This design comes from an exercise in tuning for small area on the open sky130 flow, not from production work.
Where RTL was checked, it was by simulation tests only, not by an equivalence proof against the original.
No activity file was given, so power comes from the tool's default toggle rates.

==> 06-18 <==
==> flow/design.v (excerpt) <==
module data_loader(
    input wire CLK,
    input wire [7:0] data,
    input wire [1:0] ctrl_logic,
    output reg [255:0] res_mat
);
==> module data_loader, before the edit <==
module data_loader(
    input wire CLK,
    input wire [7:0] data,
    input wire [1:0] ctrl_logic,
    output reg [255:0] res_mat
);
    wire [7:0] data_out;
    DflopX4 data_flop(CLK, data, data_out);
    reg n4, n3;
    wire n2 = ~n4 & ~n3;
    reg [1:0] row, col;
    reg       phb;
    reg       done;
    wire cmd_data  = (ctrl_logic == 2'd0);
    wire cmd_head  = (ctrl_logic == 2'd1);
    wire cmd_clear = (ctrl_logic == 2'd2);
    wire [1:0] nm1 = n4 ? 2'd3 : (n3 ? 2'd2 : 2'd1);
    wire col_last = (col == nm1);
    wire row_last = (row == nm1);
    always @(posedge CLK) begin
        if (cmd_head) begin
            n4 <= data_out[2];
            n3 <= data_out[1] & data_out[0];
        end
    end
    always @(posedge CLK) begin
        done <= cmd_data & phb & col_last & row_last;
        if (cmd_clear) begin
            row <= 2'd0;
            col <= 2'd0;
            phb <= 1'b0;
        end else if (cmd_data) begin
            if (col_last) begin
                col <= 2'd0;
                if (row_last) begin
                    row <= 2'd0;
                    phb <= 1'b1;
                end else begin
                    row <= row + 2'd1;
                end
            end else begin
                col <= col + 2'd1;
            end
        end
    end
    reg  [7:0] a   [0:15];
    wire [7:0] a_d [0:15];
    wire sh_a = cmd_data & (~phb | col_last);
    hold2 #(8) ha0(sh_a, ~sh_a, data_out, a[0], a_d[0]);
    genvar g;
    generate
        for (g = 1; g < 16; g = g + 1) begin : ga
            hold2 #(8) h(sh_a, ~sh_a, a[g - 1], a[g], a_d[g]);
        end
    endgenerate
    integer p;
    always @(posedge CLK)
        for (p = 0; p < 16; p = p + 1)
            a[p] <= a_d[p];
    reg  [15:0] ps   [0:15];
    wire [15:0] ps_d [0:15];
    wire [7:0] a0 = n4 ? a[15] : a[8];
    wire [7:0] a1 = n4 ? a[11] : a[5];
    wire [7:0] a2 = n4 ? a[7] : (n3 ? a[2] : a[1]);
    wire [7:0] a3 = a[3];
    wire first = (row == 2'd0);
    wire [15:0] t0n = {16{first}} | ~(n4 ? ps[15] : ps[8]);
    wire [15:0] t1n = {16{first}} | ~(n4 ? ps[11] : ps[5]);
    wire [15:0] t2n = {16{first}} | ~(n4 ? ps[7] : (n3 ? ps[2] : ps[1]));
    wire [15:0] t3n = {16{first}} | ~ps[3];
    wire [15:0] s0, s1, s2, s3;
    matrix mac0(t0n, a0, data_out, s0);
    matrix mac1(t1n, a1, data_out, s1);
    matrix mac2(t2n, a2, data_out, s2);
    matrix mac3(t3n, a3, data_out, s3);
    wire sh_p = cmd_data & phb;
    wire hd_p = ~sh_p;
    hold3 #(16) hp0(sh_p & n4, sh_p & ~n4, hd_p, s3, s2, ps[0], ps_d[0]);
    hold2 #(16) hp1(sh_p, hd_p, ps[0], ps[1], ps_d[1]);
    hold3 #(16) hp2(sh_p & n2, sh_p & ~n2, hd_p, s3, ps[1], ps[2], ps_d[2]);
    hold3 #(16) hp3(sh_p & n3, sh_p & ~n3, hd_p, s1, ps[2], ps[3], ps_d[3]);
    hold3 #(16) hp4(sh_p & n4, sh_p & ~n4, hd_p, s2, ps[3], ps[4], ps_d[4]);
    hold2 #(16) hp5(sh_p, hd_p, ps[4], ps[5], ps_d[5]);
    hold3 #(16) hp6(sh_p & n3, sh_p & ~n3, hd_p, s0, ps[5], ps[6], ps_d[6]);
    hold2 #(16) hp7(sh_p, hd_p, ps[6], ps[7], ps_d[7]);
    hold3 #(16) hp8(sh_p & n4, sh_p & ~n4, hd_p, s1, ps[7], ps[8], ps_d[8]);
    hold2 #(16) hp9(sh_p, hd_p, ps[8], ps[9], ps_d[9]);
    hold2 #(16) hp10(sh_p, hd_p, ps[9], ps[10], ps_d[10]);
    hold2 #(16) hp11(sh_p, hd_p, ps[10], ps[11], ps_d[11]);
    hold2 #(16) hp12(sh_p, hd_p, s0, ps[12], ps_d[12]);
    hold2 #(16) hp13(sh_p, hd_p, ps[12], ps[13], ps_d[13]);
    hold2 #(16) hp14(sh_p, hd_p, ps[13], ps[14], ps_d[14]);
    hold2 #(16) hp15(sh_p, hd_p, ps[14], ps[15], ps_d[15]);
    always @(posedge CLK)
        for (p = 0; p < 16; p = p + 1)
            ps[p] <= ps_d[p];
    wire ld0 = done;
    wire ld1 = done & ~n2;
    wire ld2 = done & n4;
    wire [255:0] res_d;
    generate
        for (g = 0; g < 16; g = g + 1) begin : gr
            if (g < 4)
                hold2 #(16) h(ld0, ~ld0, ps[g], res_mat[16 * g +: 16], res_d[16 * g +: 16]);
            else if (g < 9)
                hold2 #(16) h(ld1, ~ld1, ps[g], res_mat[16 * g +: 16], res_d[16 * g +: 16]);
            else
                hold2 #(16) h(ld2, ~ld2, ps[g], res_mat[16 * g +: 16], res_d[16 * g +: 16]);
        end
    endgenerate
    always @(posedge CLK)
        res_mat <= res_d;
endmodule
==> flow/config.mk <==
export PLATFORM = sky130hd
export DESIGN_NAME = data_loader
export DESIGN_NICKNAME = data_loader
export VERILOG_FILES = /design/flow/design.v
export SDC_FILE = /design/flow/constraint.sdc
export NUM_CORES = 4
export LEC_CHECK = 0
export CAP_MARGIN = 20
export CORE_MARGIN = 2
export CORE_UTILIZATION = 40
export SLEW_MARGIN = 20
export SYNTH_HIERARCHICAL = 1
==> flow/constraint.sdc <==
create_clock -name core_clock -period 10.0 [get_ports {CLK}]
set_input_delay 2.0000 -clock core_clock [delete_from_list [all_inputs] [get_ports {CLK}]]
set_output_delay 2.0000 -clock core_clock [all_outputs]
set_load 0.01 [all_outputs]
standard.sh (not shown) runs the stock make flow with config.mk's settings and CLKGATE_MAP_FILE= SYNTH_SCRIPT=/design/flow/synth_recipe.tcl, a recipe that flattens the netlist after the stock synthesis.
==> flow/flow/run.sh <==
#!/bin/bash
# The standard layout, with two changes to how it is made:
#  - ports are buffered with buf_1 rather than the resizer's default buffer;
#  - clock tree synthesis inserts no dummy loads and builds from clkbuf_4;
set -euo pipefail
bash standard.sh \
  "BUFFER_PORTS_ARGS=-buffer_cell sky130_fd_sc_hd__buf_1" \
  "CTS_ARGS=-sink_clustering_enable -repair_clock_nets -dont_use_dummy_load -buf_list sky130_fd_sc_hd__clkbuf_4" \
  finish > make.log 2>&1
==> inputs of 10-17, as changes to 06-18 <==
--- a/flow/design.v
+++ b/flow/design.v
@@ -244,13 +244,15 @@
     reg  [15:0] ps   [0:15];
     wire [15:0] ps_d [0:15];
-    wire [7:0] a0 = n4 ? a[15] : a[8];
-    wire [7:0] a1 = n4 ? a[11] : a[5];
-    wire [7:0] a2 = n4 ? a[7] : (n3 ? a[2] : a[1]);
-    wire [7:0] a3 = a[3];
     wire first = (row == 2'd0);
-    wire [15:0] t0n = {16{first}} | ~(n4 ? ps[15] : ps[8]);
-    wire [15:0] t1n = {16{first}} | ~(n4 ? ps[11] : ps[5]);
-    wire [15:0] t2n = {16{first}} | ~(n4 ? ps[7] : (n3 ? ps[2] : ps[1]));
-    wire [15:0] t3n = {16{first}} | ~ps[3];
+    wire [7:0] a0, a1, a2, a3;
+    sel2 #(8) sa0(n4, ~n4, a[15], a[8], a0);
+    sel2 #(8) sa1(n4, ~n4, a[11], a[5], a1);
+    sel3 #(8) sa2(n4, n3, n2, a[7], a[2], a[1], a2);
+    assign a3 = a[3];
+    wire [15:0] t0n, t1n, t2n, t3n;
+    sel2n #(16) st0(n4 & ~first, ~n4 & ~first, ps[15], ps[8], t0n);
+    sel2n #(16) st1(n4 & ~first, ~n4 & ~first, ps[11], ps[5], t1n);
+    sel3n #(16) st2(n4 & ~first, n3 & ~first, n2 & ~first, ps[7], ps[2], ps[1], t2n);
+    sel1n #(16) st3(~first, ps[3], t3n);
     wire [15:0] s0, s1, s2, s3;
     matrix mac0(t0n, a0, data_out, s0);
@@ -333,2 +335,66 @@
     assign d = (e1 & x1) | (e2 & x2) | (eh & q);
 endmodule
+module sel2 #(parameter W = 1) (
+    input  wire         e1,
+    input  wire         e2,
+    input  wire [W-1:0] x1,
+    input  wire [W-1:0] x2,
+    output wire [W-1:0] y
+);
+    hold2 #(W) h(e1, e2, x1, x2, y);
+endmodule
+module sel3 #(parameter W = 1) (
+    input  wire         e1,
+    input  wire         e2,
+    input  wire         e3,
+    input  wire [W-1:0] x1,
+    input  wire [W-1:0] x2,
+    input  wire [W-1:0] x3,
+    output wire [W-1:0] y
+);
+    hold3 #(W) h(e1, e2, e3, x1, x2, x3, y);
+endmodule
+module sel1n #(parameter W = 1) (
+    input  wire         e1,
+    input  wire [W-1:0] x1,
+    output wire [W-1:0] y
+);
+    assign y = ~({W{e1}} & x1);
+endmodule
+module sel2n #(parameter W = 1) (
+    input  wire         e1,
+    input  wire         e2,
+    input  wire [W-1:0] x1,
+    input  wire [W-1:0] x2,
+    output wire [W-1:0] y
+);
+    genvar i;
+    generate
+        for (i = 0; i < W; i = i + 1) begin : b
+            sel2nb s(e1, e2, x1[i], x2[i], y[i]);
+        end
+    endgenerate
+endmodule
+module sel2nb(input wire e1, input wire e2, input wire x1, input wire x2, output wire y);
+    assign y = ~((e1 & x1) | (e2 & x2));
+endmodule
+module sel3n #(parameter W = 1) (
+    input  wire         e1,
+    input  wire         e2,
+    input  wire         e3,
+    input  wire [W-1:0] x1,
+    input  wire [W-1:0] x2,
+    input  wire [W-1:0] x3,
+    output wire [W-1:0] y
+);
+    genvar i;
+    generate
+        for (i = 0; i < W; i = i + 1) begin : b
+            sel3nb s(e1, e2, e3, x1[i], x2[i], x3[i], y[i]);
+        end
+    endgenerate
+endmodule
+module sel3nb(input wire e1, input wire e2, input wire e3, input wire x1, input wire x2, input wire x3,
+              output wire y);
+    assign y = ~((e1 & x1) | (e2 & x2) | (e3 & x3));
+endmodule
==> flow/flow/run.sh (replaced) <==
#!/bin/bash
# The standard layout, with three changes to how it is made:
#  - before floorplanning, combinational cells go to drive strength 1
#    (flow/downsize.tcl); the resizer upsizes where needed;
#  - ports are buffered with buf_1 rather than the resizer's default buffer;
#  - clock tree synthesis inserts no dummy loads and builds from clkbuf_4,
#    with clusters of at most 8 sinks within 60 um.
set -euo pipefail
bash standard.sh \
  "PRE_FLOORPLAN_TCL=$PWD/flow/downsize.tcl" \
  "BUFFER_PORTS_ARGS=-buffer_cell sky130_fd_sc_hd__buf_1" \
  "CTS_ARGS=-sink_clustering_enable -repair_clock_nets -dont_use_dummy_load -buf_list sky130_fd_sc_hd__clkbuf_4 -sink_clustering_size 8 -sink_clustering_max_diameter 60" \
  finish > make.log 2>&1
==> flow/flow/downsize.tcl (new file) <==
# Before floorplanning: give every combinational cell that synthesis mapped
# at a drive strength above 1 its drive-strength-1 version. Flip-flops and
# buffers are left alone; the resizer upsizes again wherever slew, capacitance
# or timing need it.
set db [ord::get_db]
set n 0
foreach inst [[ord::get_db_block] getInsts] {
  set name [[$inst getMaster] getName]
  if {![regexp {^(sky130_fd_sc_hd__([a-z0-9]+))_([0-9]+)$} $name -> base fn size]} { continue }
  if {$size <= 1} { continue }
  if {[string match "df*" $fn] || [string match "edf*" $fn] || [string match "*buf*" $fn] || [string match "*dly*" $fn]} { continue }
  set new [$db findMaster ${base}_1]
  if {$new == "NULL"} { continue }
  if {[$inst swapMaster $new]} { incr n }
}
puts "downsize.tcl: $n cells set to drive strength 1"
CORE_UTILIZATION = 75   (was 40)
==> inputs of 07-23, as changes to 06-18 <==
==> flow/flow/run.sh (replaced) <==
#!/bin/bash
# The standard layout, with two changes to how it is made:
#  - ports are buffered with buf_1 rather than the resizer's default buffer;
#  - clock tree synthesis inserts no dummy loads and builds from clkbuf_4,
#    with clusters of at most 8 sinks within 60 um.
set -euo pipefail
bash standard.sh \
  "BUFFER_PORTS_ARGS=-buffer_cell sky130_fd_sc_hd__buf_1" \
  "CTS_ARGS=-sink_clustering_enable -repair_clock_nets -dont_use_dummy_load -buf_list sky130_fd_sc_hd__clkbuf_4 -sink_clustering_size 8 -sink_clustering_max_diameter 60" \
  finish > make.log 2>&1
CORE_UTILIZATION = 55   (was 40)
==> qor summary <==
|  | 07-23 | 10-17 | 06-18 |
|---|---|---|---|
| Die Area | 53300 um2 | 38300 um2 | 72900 um2 |
| Final instance area | 30500 um2 | 29600 um2 | 31400 um2 |
| Buffers & Inverters on Critical Path | 2 | 3 | 1 |
| Run status | no timing/DRC/antenna violations | no timing/DRC/antenna violations | no timing/DRC/antenna violations |
| Final non-filler cell total | 3311 | 3008 | 3643 |
| Net count of the mapped netlist | 2611 | 2509 | 2611 |
| Count of cell instances traversed by the critical path | 20 | 23 | 21 |
| Logic gate share of total power | 26.5% | 27.9% | 25.0% |
| Number of buffers other than clock buffers in the final layout | 307 | 299 | 301 |
| TritonRoute pass-1 iters | 6 | 13 | 11 |
| Global routing met1 resource utilization | 42.7% | 54.0% | 30.1% |
| Clock network area share | 2.31% | 2.36% | 4.06% |
| Pin count of the biggest net entering global routing | 101 | 171 | 113 |
| Syn Std Cell Area | 28300 um2 | - | 28300 um2 |
| Routed metal-1 wire length | 35800 um | 29000 um | 36100 um |
Function not checked in 06-18 and 07-23: the RTL went through the layout flow alone.

re-timing with driven ports:
The results above use ideal ports. As a check the final layouts listed here were re-extracted and re-timed, cells and wires unchanged. Step 1 sets driving cells, clkbuf_16 on the clock port and buf_2 on the other inputs (assumed; they add their load-dependent delay and slew). Step 2, shift: input delay + t, output delay - t, t = (earliest + latest rising clock arrival at the registers) / 2. This alone moves slack from input paths to output paths. a / b / c = ideal ports / drivers / drivers and shift; a / b = the first two.
| run | shift t [ns] | slack for setup (ns) | cell pins on the clock port's net |
|---|---|---|---|
| 06-18 | 0.998 | 1.060 / 1.060 / 1.060 | 1 |
| 10-17 | 0.839 | 0.680 / 0.680 / 0.680 | 1 |
| 07-23 | 0.864 | 0.925 / 0.925 / 0.925 | 1 |
After both steps setup and hold are still met in every run listed.
